Source: an optimization exercise on an open RTL-to-GDS flow (aim: small area). Production flows keep margins and buffers that such runs may drop.
Function was checked by simulation only, so behaviour that the tests miss may differ from the original.
Power is estimated from default activity; no workload was simulated.

### flow/run.sh
#!/bin/bash
# Own layout flow: the standard synthesis, then an area-oriented re-mapping of the
# combinational logic (registers and tie cells kept as the standard synthesis made them),
# then the standard layout with the smallest buffer on each port.
set -euo pipefail
W=$(pwd)
R=$W/orfs/results/$FLOW_PLATFORM/Calculator/base
LIB=$FLOW_HOME/platforms/$FLOW_PLATFORM/lib/sky130_fd_sc_hd__tt_025C_1v80.lib
bash standard.sh synth > $W/log_standard_synth.txt 2>&1
cp $R/1_2_yosys.v $W/std_1_2_yosys.v
cat > $W/remap.abc <<EOA
strash
&get -n
&deepsyn -T 60
&put
dch -f
map -a
topo
EOA
cat > $W/remap.ys <<EOY
read_liberty -ignore_miss_func $LIB
read_verilog $W/std_1_2_yosys.v
hierarchy -top $FLOW_TOP
blackbox sky130_fd_sc_hd__*df* sky130_fd_sc_hd__*dl* sky130_fd_sc_hd__conb_1
flatten
hierarchy -top $FLOW_TOP
opt_clean
abc -liberty $LIB -script $W/remap.abc -dont_use sky130_fd_sc_hd__probe* -dont_use sky130_fd_sc_hd__lpflow*
opt_clean
hilomap -singleton -hicell sky130_fd_sc_hd__conb_1 HI -locell sky130_fd_sc_hd__conb_1 LO
insbuf -buf sky130_fd_sc_hd__buf_4 A X
splitnets
opt_clean -purge
stat -liberty $LIB
write_verilog -noattr -nohex -nodec $R/1_2_yosys.v
EOY
yosys -s $W/remap.ys > $W/log_remap_yosys.txt 2>&1
touch $R/1_2_yosys.v
bash standard.sh 'BUFFER_PORTS_ARGS=-buffer_cell sky130_fd_sc_hd__buf_1' finish > $W/log_standard_finish.txt 2>&1
### standard.sh
#!/bin/bash
# synth_recipe.tcl (not shown) runs the flow's synth.tcl, then flattens the netlist and writes it again
# the make line also repeats each setting of config.mk as NAME=value (left out here)
make -C /OpenROAD-flow-scripts/flow DESIGN_CONFIG=/design/flow/config.mk WORK_HOME=/design/flow/orfs CLKGATE_MAP_FILE= SYNTH_SCRIPT=/design/flow/synth_recipe.tcl "${@:-finish}"
### config.mk
export PLATFORM = sky130hd
export DESIGN_NAME = Calculator
export DESIGN_NICKNAME = Calculator
export VERILOG_FILES = /design/flow/design.v
export SDC_FILE = /design/flow/constraint.sdc
export NUM_CORES = 4
export LEC_CHECK = 0
export CAP_MARGIN = 20
export CORE_MARGIN = 2
export CORE_UTILIZATION = 25
export SLEW_MARGIN = 20
### constraint.sdc
create_clock -name core_clock -period 20.0 [get_ports {clk}]
set_input_delay 4.0000 -clock core_clock [delete_from_list [all_inputs] [get_ports {clk}]]
set_output_delay 4.0000 -clock core_clock [all_outputs]
set_load 0.01 [all_outputs]
### design.v
module Calculator (
    input clk,
    input rst,
    input [1:0] InpNum,
    input InpSign,
    input [1:0] OP,
    output [6:0] InpSeg,
    output [6:0] ResSegUnits,
    output [6:0] ResSegTens,
    output [6:0] ResSegHundreds,
    output [6:0] SignSeg,
    output [6:0] ResSignSeg,
    output reg ZeroFlag,
    output SignFlag,
    output reg zeroResult
);
    reg [2:0] c;
    reg [1:0] pop;
    reg [3:0] U, T;
    reg [1:0] H;
    reg S;
    wire [3:0] nU, nT;
    wire [1:0] nH;
    wire nS, nZF, nZR, hold;
    wire [2:0] nc;
    calc_comb cc (
        .U(U), .T(T), .H(H), .S(S), .pop(pop), .c(c), .n(InpNum), .s(InpSign),
        .nU(nU), .nT(nT), .nH(nH), .nS(nS), .nZF(nZF), .nZR(nZR), .nc(nc), .hold(hold), .rst(rst),
        .segU(ResSegUnits), .segT(ResSegTens), .segH(ResSegHundreds), .segI(InpSeg));
    always @(posedge clk) begin
        c <= nc;
        pop <= OP;
        if (!hold) begin
            U <= nU;
            T <= nT;
            H <= nH;
            S <= nS;
            ZeroFlag <= nZF;
            zeroResult <= nZR;
        end
    end
    assign SignSeg = {InpSign, 6'b111111};
    assign ResSignSeg = {S, 6'b111111};
    assign SignFlag = S;
endmodule
module calc_comb (
    input [3:0] U,
    input [3:0] T,
    input [1:0] H,
    input [1:0] pop,
    input [2:0] c,
    input [1:0] n,
    output [3:0] nU,
    output [3:0] nT,
    output [1:0] nH,
    output [2:0] nc,
    output [6:0] segU,
    output [6:0] segT,
    output [6:0] segH,
    output [6:0] segI,
    input S,
    input s,
    input rst,
    output nS,
    output nZF,
    output nZR,
    output hold
);
  wire _0000_;
  wire _0001_;
  wire _0002_;
  wire _0003_;
  wire _0004_;
  wire _0005_;
  wire _0006_;
  wire _0007_;
  wire _0008_;
  wire _0009_;
  wire _0010_;
  wire _0011_;
  wire _0012_;
  wire _0013_;
  wire _0014_;
  wire _0015_;
  wire _0016_;
  wire _0017_;
  wire _0018_;
  wire _0019_;
  wire _0020_;
  wire _0021_;
  wire _0022_;
  wire _0023_;
  wire _0024_;
  wire _0025_;
  wire _0026_;
  wire _0027_;
  wire _0028_;
  wire _0029_;
  wire _0030_;
  wire _0031_;
  wire _0032_;
  wire _0033_;
  wire _0034_;
  wire _0035_;
  wire _0036_;
  wire _0037_;
  wire _0038_;
  wire _0039_;
  wire _0040_;
  wire _0041_;
  wire _0042_;
  wire _0043_;
  wire _0044_;
  wire _0045_;
  wire _0046_;
  wire _0047_;
  wire _0048_;
  wire _0049_;
  wire _0050_;
  wire _0051_;
  wire _0052_;
  wire _0053_;
  wire _0054_;
  wire _0055_;
  wire _0056_;
  wire _0057_;
  wire _0058_;
  wire _0059_;
  wire _0060_;
  wire _0061_;
  wire _0062_;
  wire _0063_;
  wire _0064_;
  wire _0065_;
  wire _0066_;
  wire _0067_;
  wire _0068_;
  wire _0069_;
  wire _0070_;
  wire _0071_;
  wire _0072_;
  wire _0073_;
  wire _0074_;
  wire _0075_;
  wire _0076_;
  wire _0077_;
  wire _0078_;
  wire _0079_;
  wire _0080_;
  wire _0081_;
  wire _0082_;
  wire _0083_;
  wire _0084_;
  wire _0085_;
  wire _0086_;
  wire _0087_;
  wire _0088_;
  wire _0089_;
  wire _0090_;
  wire _0091_;
  wire _0092_;
  wire _0093_;
  wire _0094_;
  wire _0095_;
  wire _0096_;
  wire _0097_;
  wire _0098_;
  wire _0099_;
  wire _0100_;
  wire _0101_;
  wire _0102_;
  wire _0103_;
  wire _0104_;
  wire _0105_;
  wire _0106_;
  wire _0107_;
  wire _0108_;
  wire _0109_;
  wire _0110_;
  wire _0111_;
  wire _0112_;
  wire _0113_;
  wire _0114_;
  wire _0115_;
  wire _0116_;
  wire _0117_;
  wire _0118_;
  wire _0119_;
  wire _0120_;
  wire _0121_;
  wire _0122_;
  wire _0123_;
  wire _0124_;
  wire _0125_;
  wire _0126_;
  wire _0127_;
  wire _0128_;
  wire _0129_;
  wire _0130_;
  wire _0131_;
  wire _0132_;
  wire _0133_;
  wire _0134_;
  wire _0135_;
  wire _0136_;
  wire _0137_;
  wire _0138_;
  wire _0139_;
  wire _0140_;
  wire _0141_;
  wire _0142_;
  wire _0143_;
  wire _0144_;
  wire _0145_;
  wire _0146_;
  wire _0147_;
  wire _0148_;
  wire _0149_;
  wire _0150_;
  wire _0151_;
  wire _0152_;
  wire _0153_;
  wire _0154_;
  wire _0155_;
  wire _0156_;
  wire _0157_;
  wire _0158_;
  wire _0159_;
  wire _0160_;
  wire _0161_;
  wire _0162_;
  wire _0163_;
  wire _0164_;
  wire _0165_;
  wire _0166_;
  wire _0167_;
  wire _0168_;
  wire _0169_;
  wire _0170_;
  wire _0171_;
  wire _0172_;
  wire _0173_;
  wire _0174_;
  wire _0175_;
  wire _0176_;
  wire _0177_;
  wire _0178_;
  wire _0179_;
  wire _0180_;
  wire _0181_;
  wire _0182_;
  wire _0183_;
  wire _0184_;
  wire _0185_;
  wire _0186_;
  wire _0187_;
  wire _0188_;
  wire _0189_;
  wire _0190_;
  wire _0191_;
  wire _0192_;
  wire _0193_;
  wire _0194_;
  wire _0195_;
  wire _0196_;
  wire _0197_;
  wire _0198_;
  wire _0199_;
  wire _0200_;
  wire _0201_;
  wire _0202_;
  wire _0203_;
  wire _0204_;
  wire _0205_;
  wire _0206_;
  wire _0207_;
  wire _0208_;
  wire _0209_;
  wire _0210_;
  wire _0211_;
  wire _0212_;
  wire _0213_;
  wire _0214_;
  wire _0215_;
  wire _0216_;
  wire _0217_;
  wire _0218_;
  wire _0219_;
  wire _0220_;
  wire _0221_;
  wire _0222_;
  wire _0223_;
  wire _0224_;
  wire _0225_;
  wire _0226_;
  wire _0227_;
  wire _0228_;
  wire _0229_;
  wire _0230_;
  wire _0231_;
  wire _0232_;
  wire _0233_;
  wire _0234_;
  wire _0235_;
  wire _0236_;
  wire _0237_;
  wire _0238_;
  wire _0239_;
  wire _0240_;
  wire _0241_;
  wire _0242_;
  wire _0243_;
  wire _0244_;
  wire _0245_;
  wire _0246_;
  wire _0247_;
  wire _0248_;
  wire _0249_;
  wire _0250_;
  wire _0251_;
  wire _0252_;
  wire _0253_;
  wire _0254_;
  wire _0255_;
  wire _0256_;
  wire _0257_;
  wire _0258_;
  wire _0259_;
  wire _0260_;
  wire _0261_;
  wire _0262_;
  wire _0263_;
  wire _0264_;
  wire _0265_;
  wire _0266_;
  wire _0267_;
  wire _0268_;
  wire _0269_;
  wire _0270_;
  wire _0271_;
  wire _0272_;
  wire _0273_;
  wire _0274_;
  wire _0275_;
  wire _0276_;
  wire _0277_;
  wire _0278_;
  wire _0279_;
  wire _0280_;
  wire _0281_;
  wire _0282_;
  wire _0283_;
  wire _0284_;
  wire _0285_;
  wire _0286_;
  wire _0287_;
  wire _0288_;
  wire _0289_;
  wire _0290_;
  wire _0291_;
  wire _0292_;
  wire _0293_;
  wire _0294_;
  wire _0295_;
  wire _0296_;
  wire _0297_;
  wire _0298_;
  wire _0299_;
  wire _0300_;
  wire _0301_;
  wire _0302_;
  wire _0303_;
  wire _0304_;
  wire _0305_;
  wire _0306_;
  wire _0307_;
  wire _0308_;
  wire _0309_;
  wire _0310_;
  wire _0311_;
  wire _0312_;
  wire _0313_;
  wire _0314_;
  wire _0315_;
  wire _0316_;
  wire _0317_;
  wire _0318_;
  wire _0319_;
  wire _0320_;
  wire _0321_;
  wire _0322_;
  wire _0323_;
  wire _0324_;
  wire _0325_;
  wire _0326_;
  wire _0327_;
  wire _0328_;
  wire _0329_;
  wire _0330_;
  wire _0331_;
  wire _0332_;
  wire _0333_;
  wire _0334_;
  wire _0335_;
  wire _0336_;
  wire _0337_;
  wire _0338_;
  wire _0339_;
  wire _0340_;
  wire _0341_;
  wire _0342_;
  wire _0343_;
  wire _0344_;
  wire _0345_;
  wire _0346_;
  wire _0347_;
  wire _0348_;
  wire _0349_;
  wire _0350_;
  wire _0351_;
  wire _0352_;
  wire _0353_;
  wire _0354_;
  wire new_n101;
  wire new_n102;
  wire new_n103;
  wire new_n104;
  wire new_n105;
  wire new_n106;
  wire new_n107;
  wire new_n108;
  wire new_n109;
  wire new_n110;
  wire new_n111;
  wire new_n112;
  wire new_n113;
  wire new_n114;
  wire new_n115;
  wire new_n116;
  wire new_n117;
  wire new_n118;
  wire new_n119;
  wire new_n120;
  wire new_n121;
  wire new_n122;
  wire new_n123;
  wire new_n124;
  wire new_n125;
  wire new_n127;
  wire new_n128;
  wire new_n129;
  wire new_n130;
  wire new_n131;
  wire new_n132;
  wire new_n133;
  wire new_n134;
  wire new_n135;
  wire new_n136;
  wire new_n137;
  wire new_n138;
  wire new_n139;
  wire new_n140;
  wire new_n141;
  wire new_n142;
  wire new_n143;
  wire new_n144;
  wire new_n145;
  wire new_n146;
  wire new_n147;
  wire new_n148;
  wire new_n149;
  wire new_n150;
  wire new_n151;
  wire new_n152;
  wire new_n153;
  wire new_n154;
  wire new_n155;
  wire new_n156;
  wire new_n157;
  wire new_n158;
  wire new_n160;
  wire new_n161;
  wire new_n162;
  wire new_n163;
  wire new_n164;
  wire new_n165;
  wire new_n166;
  wire new_n167;
  wire new_n168;
  wire new_n169;
  wire new_n170;
  wire new_n171;
  wire new_n172;
  wire new_n173;
  wire new_n174;
  wire new_n175;
  wire new_n176;
  wire new_n177;
  wire new_n178;
  wire new_n179;
  wire new_n180;
  wire new_n181;
  wire new_n182;
  wire new_n183;
  wire new_n184;
  wire new_n185;
  wire new_n186;
  wire new_n187;
  wire new_n188;
  wire new_n189;
  wire new_n190;
  wire new_n191;
  wire new_n192;
  wire new_n193;
  wire new_n194;
  wire new_n195;
  wire new_n196;
  wire new_n197;
  wire new_n198;
  wire new_n199;
  wire new_n200;
  wire new_n201;
  wire new_n202;
  wire new_n204;
  wire new_n205;
  wire new_n206;
  wire new_n207;
  wire new_n208;
  wire new_n209;
  wire new_n210;
  wire new_n211;
  wire new_n212;
  wire new_n213;
  wire new_n214;
  wire new_n215;
  wire new_n216;
  wire new_n217;
  wire new_n218;
  wire new_n219;
  wire new_n220;
  wire new_n221;
  wire new_n222;
  wire new_n223;
  wire new_n224;
  wire new_n225;
  wire new_n226;
  wire new_n227;
  wire new_n228;
  wire new_n229;
  wire new_n230;
  wire new_n231;
  wire new_n232;
  wire new_n233;
  wire new_n234;
  wire new_n235;
  wire new_n236;
  wire new_n237;
  wire new_n238;
  wire new_n239;
  wire new_n241;
  wire new_n242;
  wire new_n243;
  wire new_n244;
  wire new_n246;
  wire new_n247;
  wire new_n248;
  wire new_n249;
  wire new_n250;
  wire new_n251;
  wire new_n252;
  wire new_n253;
  wire new_n254;
  wire new_n255;
  wire new_n256;
  wire new_n257;
  wire new_n258;
  wire new_n259;
  wire new_n260;
  wire new_n262;
  wire new_n263;
  wire new_n264;
  wire new_n265;
  wire new_n266;
  wire new_n267;
  wire new_n268;
  wire new_n269;
  wire new_n272;
  wire new_n273;
  wire new_n274;
  wire new_n275;
  wire new_n276;
  wire new_n277;
  wire new_n278;
  wire new_n279;
  wire new_n280;
  wire new_n281;
  wire new_n282;
  wire new_n283;
  wire new_n284;
  wire new_n285;
  wire new_n286;
  wire new_n288;
  wire new_n289;
  wire new_n290;
  wire new_n291;
  wire new_n292;
  wire new_n293;
  wire new_n294;
  wire new_n295;
  wire new_n296;
  wire new_n297;
  wire new_n298;
  wire new_n299;
  wire new_n300;
  wire new_n301;
  wire new_n302;
  wire new_n303;
  wire new_n305;
  wire new_n306;
  wire new_n307;
  wire new_n308;
  wire new_n309;
  wire new_n310;
  wire new_n311;
  wire new_n312;
  wire new_n313;
  wire new_n314;
  wire new_n316;
  wire new_n317;
  wire new_n318;
  wire new_n319;
  wire new_n320;
  wire new_n321;
  wire new_n322;
  wire new_n323;
  wire new_n325;
  wire new_n326;
  wire new_n327;
  wire new_n328;
  wire new_n329;
  wire new_n330;
  wire new_n331;
  wire new_n332;
  wire new_n333;
  wire new_n334;
  wire new_n335;
  wire new_n336;
  wire new_n337;
  wire new_n339;
  wire new_n340;
  wire new_n341;
  wire new_n342;
  wire new_n343;
  wire new_n344;
  wire new_n345;
  wire new_n346;
  wire new_n347;
  wire new_n348;
  wire new_n350;
  wire new_n351;
  wire new_n352;
  wire new_n353;
  wire new_n354;
  wire new_n355;
  wire new_n358;
  wire new_n359;
  wire new_n360;
  wire new_n361;
  wire new_n362;
  wire new_n363;
  wire new_n364;
  wire new_n365;
  wire new_n367;
  wire new_n368;
  wire new_n369;
  wire new_n370;
  wire new_n371;
  wire new_n372;
  wire new_n374;
  wire new_n378;
  wire new_n385;
  wire new_n388;
  wire new_n67;
  wire new_n68;
  wire new_n69;
  wire new_n70;
  wire new_n71;
  wire new_n72;
  wire new_n73;
  wire new_n74;
  wire new_n75;
  wire new_n76;
  wire new_n77;
  wire new_n78;
  wire new_n79;
  wire new_n81;
  wire new_n82;
  wire new_n83;
  wire new_n84;
  wire new_n85;
  wire new_n86;
  wire new_n87;
  wire new_n89;
  wire new_n90;
  wire new_n91;
  wire new_n92;
  wire new_n94;
  wire new_n95;
  wire new_n96;
  wire new_n97;
  wire new_n98;
  wire new_n99;
  assign new_n102 = new_n75 & _0000_;
  assign new_n103 = _0001_ & _0002_;
  assign new_n104 = _0003_ & _0004_;
  assign new_n105 = U[1]  & n[0] ;
  assign new_n106 = _0005_ & _0006_;
  assign new_n107 = _0007_ & new_n106;
  assign new_n108 = T[0]  & _0008_;
  assign new_n109 = _0009_ & _0010_;
  assign new_n110 = _0011_ & _0012_;
  assign new_n111 = _0013_ & _0014_;
  assign new_n112 = _0015_ & new_n111;
  assign new_n113 = _0016_ & new_n112;
  assign new_n114 = new_n70 & _0017_;
  assign new_n115 = U[0]  & n[0] ;
  assign new_n116 = pop[1]  & _0018_;
  assign new_n117 = new_n115 & new_n116;
  assign new_n118 = n[0]  & new_n68;
  assign new_n119 = _0019_ & _0020_;
  assign new_n120 = _0021_ & n[0] ;
  assign new_n121 = U[0]  & _0022_;
  assign new_n122 = _0023_ & _0024_;
  assign new_n123 = new_n119 & _0025_;
  assign new_n124 = _0026_ & _0027_;
  assign new_n125 = _0028_ & new_n124;
  assign new_n127 = U[1]  & n[1] ;
  assign new_n128 = _0030_ & _0031_;
  assign new_n129 = _0032_ & _0033_;
  assign new_n130 = _0034_ & _0035_;
  assign new_n131 = pop[0]  & s;
  assign new_n132 = _0036_ & _0037_;
  assign new_n133 = S & _0038_;
  assign new_n134 = _0039_ & new_n132;
  assign new_n135 = _0040_ & _0041_;
  assign new_n136 = new_n120 & _0042_;
  assign new_n137 = new_n115 & new_n135;
  assign new_n138 = _0043_ & _0044_;
  assign new_n139 = _0045_ & new_n138;
  assign new_n140 = new_n129 & _0046_;
  assign new_n141 = _0047_ & _0048_;
  assign new_n142 = _0049_ & _0050_;
  assign new_n143 = new_n139 & new_n142;
  assign new_n144 = n[1]  & _0051_;
  assign new_n145 = U[1]  & _0052_;
  assign new_n146 = _0053_ & _0054_;
  assign new_n147 = _0055_ & _0056_;
  assign new_n148 = _0057_ & new_n147;
  assign new_n149 = _0058_ & _0059_;
  assign new_n150 = new_n77 & new_n144;
  assign new_n151 = _0060_ & _0061_;
  assign new_n152 = _0062_ & new_n151;
  assign new_n153 = _0063_ & new_n152;
  assign new_n154 = _0064_ & new_n78;
  assign new_n155 = T[1]  & _0065_;
  assign new_n156 = _0066_ & _0067_;
  assign new_n157 = T[0]  & T[1] ;
  assign new_n158 = _0068_ & _0069_;
  assign segT[6]  = _0070_ & _0071_;
  assign new_n160 = new_n154 & segT[6] ;
  assign new_n161 = _0072_ & _0073_;
  assign new_n162 = new_n153 & new_n161;
  assign new_n163 = new_n135 & _0074_;
  assign new_n164 = _0075_ & new_n163;
  assign new_n165 = _0076_ & _0077_;
  assign new_n166 = _0078_ & _0079_;
  assign new_n167 = new_n153 & new_n166;
  assign new_n168 = new_n165 & _0080_;
  assign new_n169 = new_n141 & new_n168;
  assign new_n170 = _0081_ & _0082_;
  assign new_n171 = new_n119 & _0083_;
  assign new_n172 = _0084_ & new_n171;
  assign new_n173 = _0085_ & _0086_;
  assign new_n174 = new_n86 & new_n173;
  assign new_n175 = _0087_ & _0088_;
  assign new_n176 = _0089_ & _0090_;
  assign new_n177 = _0091_ & _0092_;
  assign new_n178 = new_n75 & _0093_;
  assign new_n179 = U[2]  & new_n107;
  assign new_n180 = _0094_ & _0095_;
  assign new_n181 = _0096_ & _0097_;
  assign new_n182 = _0098_ & _0099_;
  assign new_n183 = _0100_ & new_n182;
  assign new_n184 = new_n70 & _0101_;
  assign new_n185 = _0102_ & U[3] ;
  assign new_n186 = _0103_ & _0104_;
  assign new_n187 = _0105_ & _0106_;
  assign new_n188 = new_n97 & new_n106;
  assign new_n189 = _0107_ & n[0] ;
  assign new_n190 = new_n92 & new_n189;
  assign new_n191 = pop[0]  & n[1] ;
  assign new_n192 = new_n69 & new_n191;
  assign new_n193 = _0108_ & new_n192;
  assign new_n194 = _0109_ & new_n193;
  assign new_n195 = _0110_ & new_n194;
  assign new_n196 = U[3]  & _0111_;
  assign new_n197 = _0112_ & new_n105;
  assign new_n198 = _0113_ & new_n197;
  assign new_n199 = _0114_ & _0115_;
  assign new_n200 = _0116_ & new_n199;
  assign new_n201 = _0117_ & _0118_;
  assign new_n202 = _0119_ & new_n201;
  assign nU[1]  = _0120_ & new_n202;
  assign new_n204 = new_n78 & new_n141;
  assign new_n205 = U[2]  & _0121_;
  assign new_n206 = _0122_ & _0123_;
  assign new_n207 = new_n161 & _0124_;
  assign new_n208 = _0125_ & new_n207;
  assign new_n209 = U[3]  & _0126_;
  assign new_n210 = _0127_ & _0128_;
  assign new_n211 = _0129_ & _0130_;
  assign new_n212 = U[2]  & new_n211;
  assign new_n213 = new_n135 & _0131_;
  assign new_n214 = _0132_ & _0133_;
  assign new_n215 = new_n209 & _0134_;
  assign new_n216 = _0135_ & _0136_;
  assign new_n217 = _0137_ & _0138_;
  assign new_n218 = _0139_ & new_n217;
  assign new_n219 = _0140_ & _0141_;
  assign new_n220 = new_n119 & _0142_;
  assign new_n221 = n[1]  & new_n75;
  assign new_n222 = _0143_ & new_n108;
  assign new_n223 = _0144_ & _0145_;
  assign new_n224 = _0146_ & new_n223;
  assign new_n225 = _0147_ & _0148_;
  assign new_n226 = new_n78 & new_n225;
  assign new_n227 = U[1]  & _0149_;
  assign new_n228 = _0150_ & _0151_;
  assign new_n229 = new_n108 & _0152_;
  assign new_n230 = U[3]  & new_n103;
  assign new_n231 = new_n67 & _0153_;
  assign new_n232 = _0154_ & new_n231;
  assign new_n233 = _0155_ & new_n232;
  assign new_n234 = _0156_ & _0157_;
  assign new_n235 = _0158_ & _0159_;
  assign new_n236 = _0160_ & _0161_;
  assign new_n237 = _0162_ & _0163_;
  assign new_n238 = _0164_ & _0165_;
  assign new_n239 = new_n191 & _0166_;
  assign new_n241 = new_n69 & segI[5] ;
  assign new_n242 = _0167_ & new_n241;
  assign new_n243 = _0168_ & new_n242;
  assign new_n244 = _0169_ & new_n243;
  assign new_n246 = _0170_ & new_n225;
  assign new_n247 = n[1]  & _0171_;
  assign new_n248 = _0172_ & _0173_;
  assign new_n249 = U[0]  & U[2] ;
  assign new_n250 = pop[0]  & _0174_;
  assign new_n251 = _0175_ & new_n250;
  assign new_n252 = _0176_ & new_n251;
  assign new_n253 = _0177_ & _0178_;
  assign new_n254 = new_n241 & _0179_;
  assign new_n255 = U[3]  & _0180_;
  assign new_n256 = new_n153 & _0181_;
  assign new_n257 = _0182_ & new_n256;
  assign new_n258 = _0183_ & _0184_;
  assign new_n259 = new_n119 & _0185_;
  assign new_n260 = _0186_ & new_n259;
  assign new_n262 = U[2]  & new_n101;
  assign new_n263 = n[1]  & new_n262;
  assign new_n264 = _0187_ & _0188_;
  assign new_n265 = T[0]  & new_n263;
  assign new_n266 = n[0]  & _0189_;
  assign new_n267 = _0190_ & new_n266;
  assign new_n268 = U[2]  & _0191_;
  assign new_n269 = U[0]  & new_n79;
  assign segU[0]  = new_n173 & segU[3] ;
  assign new_n272 = _0192_ & _0193_;
  assign new_n273 = _0194_ & new_n272;
  assign new_n274 = _0195_ & _0196_;
  assign new_n275 = _0197_ & new_n274;
  assign new_n276 = _0198_ & n[0] ;
  assign new_n277 = T[1]  & _0199_;
  assign new_n278 = T[2]  & n[0] ;
  assign new_n279 = new_n67 & _0200_;
  assign new_n280 = _0201_ & new_n279;
  assign new_n281 = new_n241 & _0202_;
  assign new_n282 = _0203_ & new_n281;
  assign new_n283 = _0204_ & new_n165;
  assign new_n284 = T[0]  & _0205_;
  assign new_n285 = new_n119 & _0206_;
  assign new_n286 = _0207_ & new_n285;
  assign new_n288 = _0208_ & n[0] ;
  assign new_n289 = _0209_ & _0210_;
  assign new_n290 = T[1]  & new_n289;
  assign new_n291 = _0211_ & _0212_;
  assign new_n292 = T[0]  & _0213_;
  assign new_n293 = _0214_ & _0215_;
  assign new_n294 = _0216_ & new_n293;
  assign new_n295 = new_n288 & _0217_;
  assign new_n296 = _0218_ & _0219_;
  assign new_n297 = _0220_ & new_n296;
  assign new_n298 = new_n192 & _0221_;
  assign new_n299 = _0222_ & new_n298;
  assign new_n300 = T[3]  & n[0] ;
  assign new_n301 = T[2]  & _0223_;
  assign new_n302 = _0224_ & _0225_;
  assign new_n303 = new_n70 & _0226_;
  assign segI[0]  = n[0]  & _0227_;
  assign new_n305 = pop[1]  & _0228_;
  assign new_n306 = T[1]  & _0229_;
  assign new_n307 = _0230_ & new_n306;
  assign new_n308 = _0231_ & _0232_;
  assign new_n309 = _0233_ & new_n308;
  assign new_n310 = _0234_ & _0235_;
  assign new_n311 = new_n119 & _0236_;
  assign new_n312 = _0237_ & new_n311;
  assign new_n313 = new_n309 & _0238_;
  assign new_n314 = _0239_ & new_n312;
  assign nT[1]  = _0240_ & _0241_;
  assign new_n316 = T[2]  & _0242_;
  assign new_n317 = n[0]  & new_n289;
  assign new_n318 = T[1]  & _0243_;
  assign new_n319 = n[0]  & new_n292;
  assign new_n320 = _0244_ & _0245_;
  assign new_n321 = new_n318 & new_n319;
  assign new_n322 = new_n191 & _0246_;
  assign new_n323 = _0247_ & new_n322;
  assign segI[2]  = _0248_ & n[1] ;
  assign new_n325 = _0249_ & _0250_;
  assign new_n326 = T[3]  & _0251_;
  assign new_n327 = _0252_ & _0253_;
  assign new_n328 = _0254_ & new_n327;
  assign new_n329 = pop[1]  & _0255_;
  assign new_n330 = _0256_ & _0257_;
  assign new_n331 = _0258_ & _0259_;
  assign new_n332 = _0260_ & _0261_;
  assign new_n333 = _0262_ & new_n332;
  assign new_n334 = _0263_ & new_n333;
  assign new_n335 = _0264_ & new_n334;
  assign new_n336 = new_n330 & _0265_;
  assign new_n337 = _0266_ & _0267_;
  assign nT[2]  = _0268_ & new_n337;
  assign new_n339 = new_n84 & new_n334;
  assign new_n340 = T[3]  & _0269_;
  assign new_n341 = T[2]  & new_n273;
  assign new_n342 = T[1]  & new_n317;
  assign new_n343 = _0270_ & _0271_;
  assign new_n344 = new_n192 & _0272_;
  assign new_n345 = _0273_ & _0274_;
  assign new_n346 = _0275_ & new_n345;
  assign new_n347 = new_n339 & _0276_;
  assign new_n348 = _0277_ & _0278_;
  assign nT[3]  = _0279_ & new_n348;
  assign new_n350 = n[0]  & new_n262;
  assign new_n351 = new_n156 & _0280_;
  assign new_n352 = _0281_ & _0282_;
  assign new_n353 = _0283_ & _0284_;
  assign new_n354 = new_n192 & _0285_;
  assign new_n355 = _0286_ & new_n354;
  assign nH[0]  = _0287_ & new_n355;
  assign nH[1]  = new_n192 & new_n300;
  assign new_n358 = new_n147 & new_n160;
  assign new_n359 = S & _0288_;
  assign new_n360 = new_n132 & segI[5] ;
  assign new_n361 = _0289_ & new_n360;
  assign new_n362 = new_n160 & new_n361;
  assign new_n363 = new_n119 & _0290_;
  assign new_n364 = _0291_ & new_n363;
  assign new_n365 = _0292_ & new_n68;
  assign nZR = _0293_ & new_n160;
  assign new_n367 = _0294_ & s;
  assign new_n368 = S & _0295_;
  assign new_n369 = _0296_ & _0297_;
  assign new_n370 = new_n241 & _0298_;
  assign new_n371 = _0299_ & new_n370;
  assign new_n372 = _0300_ & _0301_;
  assign nS = _0302_ & new_n372;
  assign new_n374 = _0303_ & pop[1] ;
  assign nZF = _0304_ & new_n374;
  assign nc[0]  = _0305_ & _0306_;
  assign nc[1]  = c[0]  & _0307_;
  assign new_n378 = _0308_ & _0309_;
  assign nc[2]  = _0310_ & _0311_;
  assign hold = _0312_ & c[2] ;
  assign segU[2]  = U[1]  & new_n236;
  assign segT[0]  = _0313_ & new_n85;
  assign segT[1]  = T[2]  & new_n331;
  assign segT[2]  = _0314_ & new_n155;
  assign new_n385 = T[2]  & _0315_;
  assign new_n388 = T[0]  & _0316_;
  assign segH[0]  = H[0]  & _0317_;
  assign segH[2]  = _0318_ & H[1] ;
  assign new_n67 = _0319_ & n[1] ;
  assign new_n68 = _0320_ & _0321_;
  assign new_n69 = pop[1]  & _0322_;
  assign new_n70 = new_n67 & new_n69;
  assign new_n71 = _0324_ & _0323_;
  assign new_n72 = _0325_ & new_n71;
  assign new_n73 = T[0]  & _0326_;
  assign new_n74 = n[0]  & _0327_;
  assign new_n75 = _0328_ & new_n74;
  assign new_n76 = U[0]  & U[1] ;
  assign new_n77 = U[2]  & new_n76;
  assign new_n78 = _0329_ & _0330_;
  assign new_n79 = _0331_ & new_n78;
  assign new_n81 = _0332_ & _0333_;
  assign new_n82 = _0334_ & _0335_;
  assign new_n83 = _0336_ & T[2] ;
  assign new_n84 = _0337_ & _0338_;
  assign new_n85 = _0339_ & _0340_;
  assign new_n86 = n[0]  & _0341_;
  assign new_n87 = _0342_ & U[2] ;
  assign new_n89 = new_n86 & segU[4] ;
  assign new_n90 = _0343_ & new_n89;
  assign new_n91 = _0344_ & _0345_;
  assign new_n92 = _0346_ & _0347_;
  assign segU[1]  = U[2]  & new_n92;
  assign new_n94 = _0348_ & _0349_;
  assign new_n95 = n[0]  & new_n85;
  assign new_n96 = _0350_ & new_n95;
  assign new_n97 = _0351_ & U[2] ;
  assign new_n98 = U[1]  & _0352_;
  assign new_n99 = U[0]  & new_n78;
  assign new_n101 = _0353_ & _0354_;
  assign _0000_ = ~ new_n101;
  assign _0001_ = ~ T[0] ;
  assign _0002_ = ~ n[0] ;
  assign _0003_ = ~ U[1] ;
  assign _0004_ = ~ n[0] ;
  assign _0005_ = ~ new_n104;
  assign _0006_ = ~ new_n105;
  assign _0007_ = ~ new_n103;
  assign _0008_ = ~ n[0] ;
  assign _0009_ = ~ new_n106;
  assign _0010_ = ~ new_n108;
  assign _0011_ = ~ new_n107;
  assign _0012_ = ~ new_n109;
  assign _0013_ = ~ new_n102;
  assign _0014_ = ~ new_n110;
  assign _0015_ = ~ new_n96;
  assign _0016_ = ~ new_n90;
  assign _0017_ = ~ new_n113;
  assign _0018_ = ~ new_n67;
  assign _0019_ = ~ pop[1] ;
  assign _0020_ = ~ new_n68;
  assign _0021_ = ~ U[0] ;
  assign _0022_ = ~ n[0] ;
  assign _0023_ = ~ new_n120;
  assign _0024_ = ~ new_n121;
  assign _0025_ = ~ new_n122;
  assign _0026_ = ~ new_n118;
  assign _0027_ = ~ new_n123;
  assign _0028_ = ~ new_n117;
  assign _0029_ = ~ new_n125;
  assign _0030_ = ~ U[1] ;
  assign _0031_ = ~ n[1] ;
  assign _0032_ = ~ new_n127;
  assign _0033_ = ~ new_n128;
  assign _0034_ = ~ pop[0] ;
  assign _0035_ = ~ s;
  assign _0036_ = ~ new_n130;
  assign _0037_ = ~ new_n131;
  assign _0038_ = ~ new_n132;
  assign _0039_ = ~ S;
  assign _0040_ = ~ new_n133;
  assign _0041_ = ~ new_n134;
  assign _0042_ = ~ new_n135;
  assign _0043_ = ~ new_n136;
  assign _0044_ = ~ new_n137;
  assign _0045_ = ~ new_n129;
  assign _0046_ = ~ new_n138;
  assign _0047_ = ~ new_n139;
  assign _0048_ = ~ new_n140;
  assign _0049_ = ~ U[2] ;
  assign _0050_ = ~ n[1] ;
  assign _0051_ = ~ new_n121;
  assign _0052_ = ~ new_n144;
  assign _0053_ = ~ new_n120;
  assign _0054_ = ~ new_n129;
  assign _0055_ = ~ new_n145;
  assign _0056_ = ~ new_n146;
  assign _0057_ = ~ U[2] ;
  assign _0058_ = ~ new_n135;
  assign _0059_ = ~ new_n148;
  assign _0060_ = ~ new_n149;
  assign _0061_ = ~ new_n150;
  assign _0062_ = ~ new_n143;
  assign _0063_ = ~ U[3] ;
  assign _0064_ = ~ T[0] ;
  assign _0065_ = ~ T[2] ;
  assign _0066_ = ~ T[2] ;
  assign _0067_ = ~ T[3] ;
  assign _0068_ = ~ new_n156;
  assign _0069_ = ~ new_n157;
  assign _0070_ = ~ new_n155;
  assign _0071_ = ~ new_n158;
  assign _0072_ = ~ new_n135;
  assign _0073_ = ~ new_n160;
  assign _0074_ = ~ new_n143;
  assign _0075_ = ~ new_n153;
  assign _0076_ = ~ new_n162;
  assign _0077_ = ~ new_n164;
  assign _0078_ = ~ new_n122;
  assign _0079_ = ~ new_n135;
  assign _0080_ = ~ new_n167;
  assign _0081_ = ~ new_n141;
  assign _0082_ = ~ new_n168;
  assign _0083_ = ~ new_n170;
  assign _0084_ = ~ new_n169;
  assign _0085_ = ~ U[1] ;
  assign _0086_ = ~ U[3] ;
  assign _0087_ = ~ U[2] ;
  assign _0088_ = ~ new_n107;
  assign _0089_ = ~ new_n174;
  assign _0090_ = ~ new_n175;
  assign _0091_ = ~ new_n75;
  assign _0092_ = ~ new_n176;
  assign _0093_ = ~ new_n78;
  assign _0094_ = ~ new_n105;
  assign _0095_ = ~ new_n179;
  assign _0096_ = ~ new_n86;
  assign _0097_ = ~ new_n180;
  assign _0098_ = ~ new_n178;
  assign _0099_ = ~ new_n181;
  assign _0100_ = ~ new_n177;
  assign _0101_ = ~ new_n183;
  assign _0102_ = ~ U[0] ;
  assign _0103_ = ~ new_n99;
  assign _0104_ = ~ new_n185;
  assign _0105_ = ~ n[0] ;
  assign _0106_ = ~ new_n186;
  assign _0107_ = ~ U[2] ;
  assign _0108_ = ~ new_n190;
  assign _0109_ = ~ new_n188;
  assign _0110_ = ~ new_n187;
  assign _0111_ = ~ pop[0] ;
  assign _0112_ = ~ new_n68;
  assign _0113_ = ~ new_n196;
  assign _0114_ = ~ n[1] ;
  assign _0115_ = ~ new_n119;
  assign _0116_ = ~ new_n198;
  assign _0117_ = ~ new_n195;
  assign _0118_ = ~ new_n200;
  assign _0119_ = ~ new_n184;
  assign _0120_ = ~ new_n172;
  assign _0121_ = ~ new_n147;
  assign _0122_ = ~ new_n148;
  assign _0123_ = ~ new_n205;
  assign _0124_ = ~ new_n206;
  assign _0125_ = ~ new_n204;
  assign _0126_ = ~ new_n141;
  assign _0127_ = ~ new_n115;
  assign _0128_ = ~ new_n127;
  assign _0129_ = ~ new_n128;
  assign _0130_ = ~ new_n210;
  assign _0131_ = ~ new_n212;
  assign _0132_ = ~ new_n209;
  assign _0133_ = ~ new_n213;
  assign _0134_ = ~ new_n212;
  assign _0135_ = ~ U[2] ;
  assign _0136_ = ~ new_n211;
  assign _0137_ = ~ new_n215;
  assign _0138_ = ~ new_n216;
  assign _0139_ = ~ new_n214;
  assign _0140_ = ~ new_n208;
  assign _0141_ = ~ new_n218;
  assign _0142_ = ~ new_n219;
  assign _0143_ = ~ new_n87;
  assign _0144_ = ~ new_n142;
  assign _0145_ = ~ new_n222;
  assign _0146_ = ~ new_n221;
  assign _0147_ = ~ pop[0] ;
  assign _0148_ = ~ new_n224;
  assign _0149_ = ~ U[2] ;
  assign _0150_ = ~ new_n173;
  assign _0151_ = ~ new_n227;
  assign _0152_ = ~ new_n228;
  assign _0153_ = ~ new_n230;
  assign _0154_ = ~ new_n229;
  assign _0155_ = ~ new_n95;
  assign _0156_ = ~ new_n79;
  assign _0157_ = ~ new_n233;
  assign _0158_ = ~ new_n226;
  assign _0159_ = ~ new_n234;
  assign _0160_ = ~ U[0] ;
  assign _0161_ = ~ U[2] ;
  assign _0162_ = ~ new_n106;
  assign _0163_ = ~ new_n236;
  assign _0164_ = ~ new_n97;
  assign _0165_ = ~ new_n237;
  assign _0166_ = ~ new_n238;
  assign _0167_ = ~ new_n142;
  assign _0168_ = ~ new_n239;
  assign _0169_ = ~ new_n235;
  assign _0170_ = ~ new_n78;
  assign _0171_ = ~ new_n237;
  assign _0172_ = ~ U[3] ;
  assign _0173_ = ~ new_n144;
  assign _0174_ = ~ new_n249;
  assign _0175_ = ~ new_n248;
  assign _0176_ = ~ new_n247;
  assign _0177_ = ~ new_n246;
  assign _0178_ = ~ new_n252;
  assign _0179_ = ~ new_n253;
  assign _0180_ = ~ new_n152;
  assign _0181_ = ~ new_n220;
  assign _0182_ = ~ nU[1] ;
  assign _0183_ = ~ new_n255;
  assign _0184_ = ~ new_n257;
  assign _0185_ = ~ new_n160;
  assign _0186_ = ~ new_n258;
  assign _0187_ = ~ T[0] ;
  assign _0188_ = ~ new_n263;
  assign _0189_ = ~ new_n265;
  assign _0190_ = ~ new_n264;
  assign _0191_ = ~ new_n92;
  assign _0192_ = ~ n[0] ;
  assign _0193_ = ~ new_n78;
  assign _0194_ = ~ segU[0] ;
  assign _0195_ = ~ new_n67;
  assign _0196_ = ~ new_n273;
  assign _0197_ = ~ new_n267;
  assign _0198_ = ~ T[0] ;
  assign _0199_ = ~ new_n276;
  assign _0200_ = ~ new_n278;
  assign _0201_ = ~ new_n277;
  assign _0202_ = ~ new_n280;
  assign _0203_ = ~ new_n275;
  assign _0204_ = ~ T[0] ;
  assign _0205_ = ~ new_n165;
  assign _0206_ = ~ new_n284;
  assign _0207_ = ~ new_n283;
  assign _0208_ = ~ T[2] ;
  assign _0209_ = ~ new_n154;
  assign _0210_ = ~ new_n262;
  assign _0211_ = ~ T[1] ;
  assign _0212_ = ~ new_n289;
  assign _0213_ = ~ new_n78;
  assign _0214_ = ~ new_n291;
  assign _0215_ = ~ new_n292;
  assign _0216_ = ~ new_n290;
  assign _0217_ = ~ new_n294;
  assign _0218_ = ~ T[3] ;
  assign _0219_ = ~ n[0] ;
  assign _0220_ = ~ new_n73;
  assign _0221_ = ~ new_n297;
  assign _0222_ = ~ new_n295;
  assign _0223_ = ~ n[0] ;
  assign _0224_ = ~ new_n300;
  assign _0225_ = ~ new_n301;
  assign _0226_ = ~ new_n302;
  assign _0227_ = ~ n[1] ;
  assign _0228_ = ~ segI[0] ;
  assign _0229_ = ~ new_n68;
  assign _0230_ = ~ new_n305;
  assign _0231_ = ~ new_n303;
  assign _0232_ = ~ new_n307;
  assign _0233_ = ~ new_n299;
  assign _0234_ = ~ new_n154;
  assign _0235_ = ~ new_n292;
  assign _0236_ = ~ new_n310;
  assign _0237_ = ~ new_n165;
  assign _0238_ = ~ new_n312;
  assign _0239_ = ~ new_n309;
  assign _0240_ = ~ new_n313;
  assign _0241_ = ~ new_n314;
  assign _0242_ = ~ new_n305;
  assign _0243_ = ~ new_n317;
  assign _0244_ = ~ new_n318;
  assign _0245_ = ~ new_n319;
  assign _0246_ = ~ new_n321;
  assign _0247_ = ~ new_n320;
  assign _0248_ = ~ n[0] ;
  assign _0249_ = ~ new_n191;
  assign _0250_ = ~ segI[2] ;
  assign _0251_ = ~ new_n325;
  assign _0252_ = ~ new_n68;
  assign _0253_ = ~ new_n326;
  assign _0254_ = ~ new_n323;
  assign _0255_ = ~ new_n328;
  assign _0256_ = ~ new_n316;
  assign _0257_ = ~ new_n329;
  assign _0258_ = ~ new_n71;
  assign _0259_ = ~ new_n157;
  assign _0260_ = ~ pop[1] ;
  assign _0261_ = ~ new_n331;
  assign _0262_ = ~ new_n310;
  assign _0263_ = ~ new_n165;
  assign _0264_ = ~ new_n330;
  assign _0265_ = ~ new_n334;
  assign _0266_ = ~ new_n68;
  assign _0267_ = ~ new_n336;
  assign _0268_ = ~ new_n335;
  assign _0269_ = ~ new_n305;
  assign _0270_ = ~ new_n341;
  assign _0271_ = ~ new_n342;
  assign _0272_ = ~ new_n343;
  assign _0273_ = ~ new_n340;
  assign _0274_ = ~ new_n344;
  assign _0275_ = ~ new_n339;
  assign _0276_ = ~ new_n345;
  assign _0277_ = ~ new_n68;
  assign _0278_ = ~ new_n347;
  assign _0279_ = ~ new_n346;
  assign _0280_ = ~ new_n350;
  assign _0281_ = ~ T[1] ;
  assign _0282_ = ~ new_n288;
  assign _0283_ = ~ new_n157;
  assign _0284_ = ~ new_n352;
  assign _0285_ = ~ new_n353;
  assign _0286_ = ~ new_n273;
  assign _0287_ = ~ new_n351;
  assign _0288_ = ~ new_n358;
  assign _0289_ = ~ new_n145;
  assign _0290_ = ~ new_n362;
  assign _0291_ = ~ new_n359;
  assign _0292_ = ~ s;
  assign _0293_ = ~ segU[5] ;
  assign _0294_ = ~ S;
  assign _0295_ = ~ s;
  assign _0296_ = ~ new_n367;
  assign _0297_ = ~ new_n368;
  assign _0298_ = ~ new_n369;
  assign _0299_ = ~ nZR;
  assign _0300_ = ~ new_n365;
  assign _0301_ = ~ new_n371;
  assign _0302_ = ~ new_n364;
  assign _0303_ = ~ pop[0] ;
  assign _0304_ = ~ segI[5] ;
  assign _0305_ = ~ c[2] ;
  assign _0306_ = ~ rst;
  assign _0307_ = ~ rst;
  assign _0308_ = ~ c[1] ;
  assign _0309_ = ~ c[2] ;
  assign _0310_ = ~ rst;
  assign _0311_ = ~ new_n378;
  assign _0312_ = ~ c[1] ;
  assign _0313_ = ~ T[3] ;
  assign _0314_ = ~ T[0] ;
  assign _0315_ = ~ new_n331;
  assign _0316_ = ~ new_n158;
  assign _0317_ = ~ H[1] ;
  assign _0318_ = ~ H[0] ;
  assign segH[6]  = ~ H[1] ;
  assign segI[6]  = ~ n[1] ;
  assign _0319_ = ~ pop[0] ;
  assign _0320_ = ~ c[0] ;
  assign _0321_ = ~ c[2] ;
  assign _0322_ = ~ new_n68;
  assign _0323_ = ~ T[1] ;
  assign _0324_ = ~ T[0] ;
  assign _0325_ = ~ T[3] ;
  assign _0326_ = ~ T[2] ;
  assign _0327_ = ~ new_n73;
  assign _0328_ = ~ new_n72;
  assign _0329_ = ~ U[2] ;
  assign _0330_ = ~ U[3] ;
  assign _0331_ = ~ U[1] ;
  assign _0332_ = ~ new_n75;
  assign _0333_ = ~ segU[6] ;
  assign _0334_ = ~ U[3] ;
  assign _0335_ = ~ new_n81;
  assign _0336_ = ~ T[0] ;
  assign _0337_ = ~ new_n73;
  assign _0338_ = ~ new_n83;
  assign _0339_ = ~ T[1] ;
  assign _0340_ = ~ new_n84;
  assign _0341_ = ~ new_n85;
  assign _0342_ = ~ U[1] ;
  assign _0343_ = ~ new_n82;
  assign _0344_ = ~ U[0] ;
  assign _0345_ = ~ U[1] ;
  assign _0346_ = ~ new_n76;
  assign _0347_ = ~ new_n91;
  assign _0348_ = ~ segU[6] ;
  assign _0349_ = ~ segU[1] ;
  assign _0350_ = ~ new_n94;
  assign _0351_ = ~ U[0] ;
  assign _0352_ = ~ new_n97;
  assign _0353_ = ~ U[3] ;
  assign _0354_ = ~ segU[5] ;
  assign nU[0]  = new_n114 | _0029_;
  assign segI[5]  = n[0]  | n[1] ;
  assign nU[2]  = new_n220 | new_n244;
  assign nU[3]  = new_n254 | new_n260;
  assign segU[3]  = new_n268 | new_n269;
  assign nT[0]  = new_n282 | new_n286;
  assign segT[3]  = segT[0]  | new_n385;
  assign segT[4]  = T[0]  | new_n385;
  assign segT[5]  = new_n155 | new_n388;
  assign segH[5]  = H[0]  | H[1] ;
  assign segU[6]  = new_n77 | new_n79;
  assign segU[4]  = U[0]  | new_n87;
  assign segU[5]  = new_n98 | new_n99;
  assign segI[4]  = n[0] ;
  assign segI[3]  = segI[0] ;
  assign segI[1]  = 1'h0;
  assign segH[4]  = H[0] ;
  assign segH[3]  = segH[0] ;
  assign segH[1]  = 1'h0;
endmodule
==> summary.txt, run 1 <==
Yosys
  • Number of synthesis warnings: 1
  • Mapped Area: between 0.0015 and 0.002 sq mm
  • Syn_area_per_cell: 6.23 sq um
  • Synth Instances: 290

Cells and area
  • Antenna cell count: 0
  • Most frequent cells in the layout: nor2_1, clkinv_1, nand2_1, buf_1, o21ai_0
  • Fill cells: 840
  • Ratio of cells with drive above 1 in the final layout: 2.47%
  • Most common cell after layout, fill and taps aside: nor2_1
  • Area Growth Syn to Fin: 11.6%
  • Nets: around 330

Clock network
  • CTS clk-pin slew, worst paths: approximately 0.060 ns
  • # hold bufs at CTS: 0
  • CTS Sinks: 18
  • CTS Buffer Depth: 2
  • Number of setup buffers added after CTS: 0
  • CTS tree: built
  • Clock root buffer: clkbuf_8
  • Skew-Pair Late Insertion Delay: approximately 0.25 ns
  • Cts bufs inserted: 3
  • H-tree Lvls: 1
  • Post-CTS Resized: 0

Floorplan
  • Die Area: 0.00793 sq mm
  • I/O pin total: 52
  • DIE WIDTH: 89.0 um
  • Core Rows: 31
  • Chip Height: between 80 and 90 um
  • Starting Density: between 20% and 30%
  • Core area: 0.00714 sq mm

Worst setup path
  • Critical Path End Type: output pin
  • Crit-path most repeated cell: buf_1
  • Worst R2R Start: T[0]
  • Crit path required time: between 15 and 20 ns
  • Slowest CP cell: clkinv_1
  • Worst-path maximum fanout: 17
  • CP Launch Point: InpNum[0]
  • Critical Path AT: 5.58 ns
  • Delay of the slowest critical-path stage: 0.59 ns
  • Crit Path Class: in2out
  • R2r setup slk: 16.07 ns
  • Setup crit start kind: input port
  • CP cell instances: buf_1 -> clkinv_1 -> nor2_1 -> buf_1
  • Critical Path Sink: InpSeg[3]
  • Reg-to-reg critical path endpoint: U[3]
  • Worst Reg-to-Reg Cells: 17

Detailed routing
  • Remaining antenna violation count: 0
  • Wire per inst: 14.1 um
  • Via Count: 2,104
  • DR vias/cell: 4.97
  • Initial DRC Count: 147
  • DRC Markers: 0
  • Drt total wl: 5.95 mm
  • Pre-antenna DRT Iters: 5

Timing
  • Min cycle time layout: 9.58 ns
  • Max Clock Freq: ~100 MHz
  • Max-slew violation count: 0
  • Max_slew headroom: between 50% and 60%
  • Final setup fails: 0
  • RSZ-0062 raised after global routing: false
  • Layout Skew: 0.00492 ns
  • Final worst-path cycle share: 47.9%
  • Final Hold Vio Count: 0
  • Worst-margin pin slew: 0.637 ns
  • Final setup TNS: 0 ns
  • Worst hold slack: about 0.42 ns

GRT
  • Largest net degree at the start of global routing: 18
  • Wire length of the first global-routing pass: 9.29 mm
  • Total GRT Usage: 15.0%
  • Initial antenna violation count: 0
  • Total congestion overflow: 0
  • Vias in the first global route: 1,763

Run status
  • Outcome: finished clean

Run
  • Max-cap violations: 0

Pwr
  • Clk network pwr share: 11.9%
  • Sw Pwr: 111 uW
  • Int Pwr: 99.1 uW
  • Static Leakage: 0.727 nW
  • Comb pwr share: 58.8%
  • Power density over cell area: 104 mW/mm^2
  • Peak VDD IR: 49.4 uV
  • Sw frac: a little over half
  • Sequential share of power: 29.3%

Worst hold path
  • Hold depth: 2
  • Hold Crit Class: reg2reg

Place
  • Post-DP HPWL: 4.61 mm
  • PortBufs: 37
  • RePlAce Congestion: 0.942
[per-layer routing]
layer | up-vias | global-route usage, % | share of wire (%)
met4 | 0 | 3.26 | 0.29
li1 | 1022 | - | -
met2 | 100 | 21.6 | 43
met5 | - | 0 | 0
met3 | 4 | 0.739 | 7.7
met1 | 978 | 24.3 | 49
[flip-flops by register name, indices dropped and copies added (netlist names)]
register	count
c	3
zeroResult	1
S	1
H	2
pop	2
T	4
ZeroFlag	1
U	4
[power by group through the flow]
stage / combinational, mW / clock [mW] / sequential (mW)
detailed placement: 0.122 / 0 / 0.0613
floorplan: 0.0876 / 0 / 0.0574
finish: 0.124 / 0.0250 / 0.0616
CTS: 0.122 / 0.0257 / 0.0609
global placement: 0.121 / 0 / 0.0618
global route: 0.139 / 0.0273 / 0.0623
[worst min path at each step]
stage,startpoint,endpoint,slack [ns]
after floorplan,c[0],c[1],0.40
after detailed placement,c[0],c[1],0.42
final,c[0],c[1],0.42
after CTS,c[0],c[1],0.43
after global placement,c[0],c[1],0.41
after global routing,c[0],c[1],0.44
[area by class of cell]
class / count / area (sq um) / share of cell area, %
Inverter: 47 / 176 / 8.74
Clock inverter: 1 / 3.75 / 0.186
Sequential cell: 18 / 490 / 24.3
Tap cell: 99 / 124 / 6.14
Clock buffer: 3 / 41.3 / 2.05
Multi-Input combinational cell: 217 / 1040 / 51.3
Timing Repair Buffer: 38 / 146 / 7.25
[worst max-delay path: cells and delay by family]
family	cells	cell delay, ns
buffers and inverters	3	1.20
AND/OR/NAND/NOR	1	0.37
[metrics by stage]
| step | cell area, sq um | setup WS [ns] | instances | power (mW) | util, % |
|---|---|---|---|---|---|
| 2_1_floorplan | 1850 | 11.26 | 302 | 0.145 | - |
| 3_3_place_gp | 1970 | 10.51 | 419 | 0.183 | 27.6 |
| 3_5_place_dp | 1970 | 10.45 | 419 | 0.183 | 27.6 |
| 4_1_cts | 2020 | 10.44 | 423 | 0.208 | 28.3 |
| 5_1_grt | 2020 | 10.27 | 423 | 0.228 | 28.3 |
| 6_report | 2020 | 10.42 | 423 | 0.210 | 28.3 |
==> run 2: changes to the inputs <==
==> run.sh (new file) <==
#!/bin/bash
# synth_recipe.tcl (not shown) runs the flow's synth.tcl, then flattens the netlist and writes it again
# the make line also repeats each setting of config.mk as NAME=value (left out here)
make -C /OpenROAD-flow-scripts/flow DESIGN_CONFIG=/design/flow/config.mk WORK_HOME=/design/flow/orfs CLKGATE_MAP_FILE= SYNTH_SCRIPT=/design/flow/synth_recipe.tcl finish
removed: flow/run.sh
removed: standard.sh
==> run 2 against run 1 <==
- still clean on timing, DRC and antenna
- sequential share of layout area decreased by 5.2 points
- flip-flop and latch count unchanged
- hold slack gained 0.043 ns
- critical path depth unchanged
- clock power increased by 21%
- maximum frequency shrank 2.3%
- setup slack lost 0.23 ns
- core utilization up 1.5 points
- clock skew about the same
- highest routed layer unchanged
==> summary.txt, run 2 <==
Clock network
  • CTS Sinks: 18 (unchanged)
  • Number of setup buffers added after CTS: 0 (unchanged)
  • Clock root buffer: clkbuf_8
  • CTS Buffer Depth: 2 (unchanged)
  • Skew-Pair Late Insertion Delay: 0.26 ns (about the same)
  • CTS tree: built
  • CTS clk-pin slew, worst paths: 0.07 ns (about the same)
  • H-tree Lvls: 1 (unchanged)
  • Cts bufs inserted: 3 (unchanged)
  • Post-CTS Resized: 0 (unchanged)
  • # hold bufs at CTS: 0 (unchanged)

Detailed routing
  • Pre-antenna DRT Iters: 4 (-1)
  • Met2 Wirelength: 3.06 mm (+20%)
  • DRT met1 WL: 2.99 mm (+2.2%)
  • DRC Markers: 0 (unchanged)
  • Wire per inst: 15.9 um (+13%)
  • Initial DRC Count: 210 (+43%)
  • Top routing layer used: met4
  • DR vias/cell: 5.29 (+6.3%)
  • Drt total wl: 6.39 mm (+7.5%)
  • Via Count: 2,126 (+1.0%)
  • WL met3: 284 um (-38%)
  • Remaining antenna violation count: 0 (unchanged)

GRT
  • Vias in the first global route: 1,954 (+11%)
  • Wire length of the first global-routing pass: 10.2 mm (+10%)
  • Largest net degree at the start of global routing: 30 (+12)
  • Total congestion overflow: 0 (unchanged)
  • Total GRT Usage: 12.9% (-2.1 points)
  • Initial antenna violation count: 0 (unchanged)

Floorplan
  • Core area: 0.00864 sq mm (+21%)
  • Chip Height: 98.1 um (+10%)
  • DIE WIDTH: 98.1 um (+10%)
  • Core Rows: 34 (+9.7%)
  • Die Area: 0.00963 sq mm (+21%)
  • I/O pin total: 52 (unchanged)
  • Starting Density: 25.6% (+0.31 points)

Yosys
  • Top cells by area, synth: edfxtp_1, ha_1, buf_4
  • Main synth FF type: edfxtp_1
  • EDFF count, synth: 13
  • Sequential fraction of the synthesis area: 22.1%
  • Count of cell types in the netlist: 62
  • Cell taking the most area after synthesis: edfxtp_1
  • #FFs+latches synth: 18
  • Synth Instances: 278 (-4.1%)
  • Most frequent cell after synthesis: nor2_1
  • Number of synthesis warnings: 1 (unchanged)
  • Mapped Area: 0.00221 sq mm (+22%)
  • Syn_area_per_cell: 7.97 sq um (+28%)
  • Synth top area share: 17.6%
  • Top cells by count, synth: nor2_1, buf_4, nand2_1, o21ai_0, inv_1
  • Synth async-reset ratio: 0%

Timing
  • Max-slew violation count: 0 (unchanged)
  • Final setup fails: 0 (unchanged)
  • Min cycle time layout: 9.81 ns (+0.229 ns)
  • Worst-margin pin slew: 0.682 ns (+0.0453 ns)
  • Final worst-path cycle share: 49.1% (+1.1 points)
  • RSZ-0062 raised after global routing: false
  • Max Clock Freq: 102 MHz (-2.3%)
  • Final setup TNS: 0 ns (unchanged)
  • Layout Skew: 0.00523 ns (+0.000307 ns)
  • Final Hold Vio Count: 0 (unchanged)
  • Max_slew headroom: 54.4% (-2.1 points)

Cells and area
  • Most common cell after layout, fill and taps aside: clkdlybuf4s50_1
  • Nets: 316 (-4.8%)
  • Post-Route Utilization: 29.7% (+1.5 points)
  • Ratio of cells with drive above 1 in the final layout: 5.78% (+3.3 points)
  • Most frequent cells in the layout: clkdlybuf4s50_1, nor2_1, o21ai_0, nand2_1, inv_1
  • Top Registers: T x4, U x4, c x3
  • Area Growth Syn to Fin: 15.9%
  • Antenna cell count: 0 (unchanged)
  • Post-route cell area: 0.00257 sq mm (+27%)

Worst setup path
  • Setup crit start kind: input port
  • Worst-path maximum fanout: 19 (+2)
  • Crit Path Class: in2out
  • Critical Path AT: 5.81 ns (+0.23 ns)
  • Crit path required time: 16.00 ns (about the same)
  • Critical Path End Type: output pin

Pwr
  • Power density over cell area: 104 mW/mm^2 (about the same)
  • Static Leakage: 1.01 nW (+39%)
  • Peak VDD IR: 38.7 uV (-22%)
  • Final Total Pwr: 268 uW (+27%)

Run status
  • Outcome: finished clean

Place
  • Post-DP HPWL: 4.78 mm (+3.7%)
  • RePlAce Congestion: 0.921 (-2.2%)
  • PortBufs: 37 (unchanged)
  • Placed cell areas: 0.00251 sq mm (+27%)

Worst hold path
  • Hold Crit Class: reg2reg

Run
  • Max-cap violations: 0 (unchanged)
run 2: path summary, 6_finish.rpt:
kind              slack [ns]  cells past startpoint   endpoint      start
hold / removal          0.47                      2       c[2]       c[1]
setup reg to reg       16.95                      9       U[3]     pop[0]
hold reg to reg         0.47                      2       c[2]       c[1]
setup / recovery       10.19                      4  InpSeg[2]  InpNum[1]
run 2: power breakdown:
part | leakage (nW) | switching, mW | internal (mW) | total (mW)
Clock | 0.0288 | 0.0127 | 0.0175 | 0.0302
Combinational | 0.795 | 0.0904 | 0.0778 | 0.168
Sequential | 0.187 | 0.0203 | 0.0488 | 0.0691
run 2: through the flow:
stage          hold slack, ns  setup slack, ns  std cells
2_1_floorplan           0.426            11.20        290
3_3_place_gp            0.436            10.26        398
3_5_place_dp            0.451            10.20        398
4_1_cts                 0.467            10.20        402
5_1_grt                 0.494            10.07        402
6_report                0.466            10.19        402
run 2: routing by layer:
layer	vias to the layer above	global-route usage (%)
li1	1008	-
met1	1032	18.4
met2	80	21.1
met3	6	1.43
met4	0	2.88
met5	-	0
run 2: worst max-delay path, cell delays in order:
cell	delay, ns
clkdlybuf4s50_1	0.91
inv_1	0.23
nor2_1	0.13
clkdlybuf4s50_1	0.54
run 2: cell type report:
cell class / count / area (sq um)
clock buffers: 4 / 55.1
repair buffers: 38 / 378
flip-flops and latches: 18 / 490
fillers: 955 / 6070
multi-input cells: 218 / 1450
well taps: 108 / 135
inverters: 16 / 60.1
run 2: cells by family (layout without fill, tap and decap cells):
| family | Yosys count | count (layout) | synth area share, % |
|---|---|---|---|
| other | 2 | 14 | 0.339 |
| AOI/OAI and AO/OA | 77 | 77 | 25.0 |
| buffers and inverters | 54 | 58 | 14.5 |
| xor gates and xnor gates | 9 | 9 | 5.08 |
| and+or+nand+nor | 100 | 100 | 23.1 |
| adders and majority gates | 14 | 14 | 7.91 |
| DFF | 18 | 18 | 22.1 |
| muxes | 4 | 4 | 1.92 |

-- port drivers added, routing unchanged --
The flow's constraints put no driver on any port. The routed layouts listed below were extracted and timed again, unchanged, in two steps.
Step 1 (the two cells are an assumption about what drives the block):
set clk [get_ports {clk}]
set_driving_cell -lib_cell sky130_fd_sc_hd__clkbuf_16 $clk
set_driving_cell -lib_cell sky130_fd_sc_hd__buf_2 [delete_from_list [all_inputs] $clk]
Step 2, shift: input delay + t, output delay - t, t = (earliest + latest rising clock arrival at the registers) / 2. This alone moves slack from input paths to output paths.
Three values: ideal, step 1, step 2; two values: the first two.
run | t (ns) | setup slack, ns | hold slack, ns
run 1 | 0.270 | 10.416 / 10.393 / 10.393 | 0.423 / 0.423 / 0.423
run 2 | 0.279 | 10.187 / 10.162 / 10.162 | 0.466 / 0.466 / 0.466
After both steps setup and hold are still met in every run listed. For run 2, which loses most, drivers alone change the setup slack by -0.025 ns; drivers and shift together by -0.025 ns.
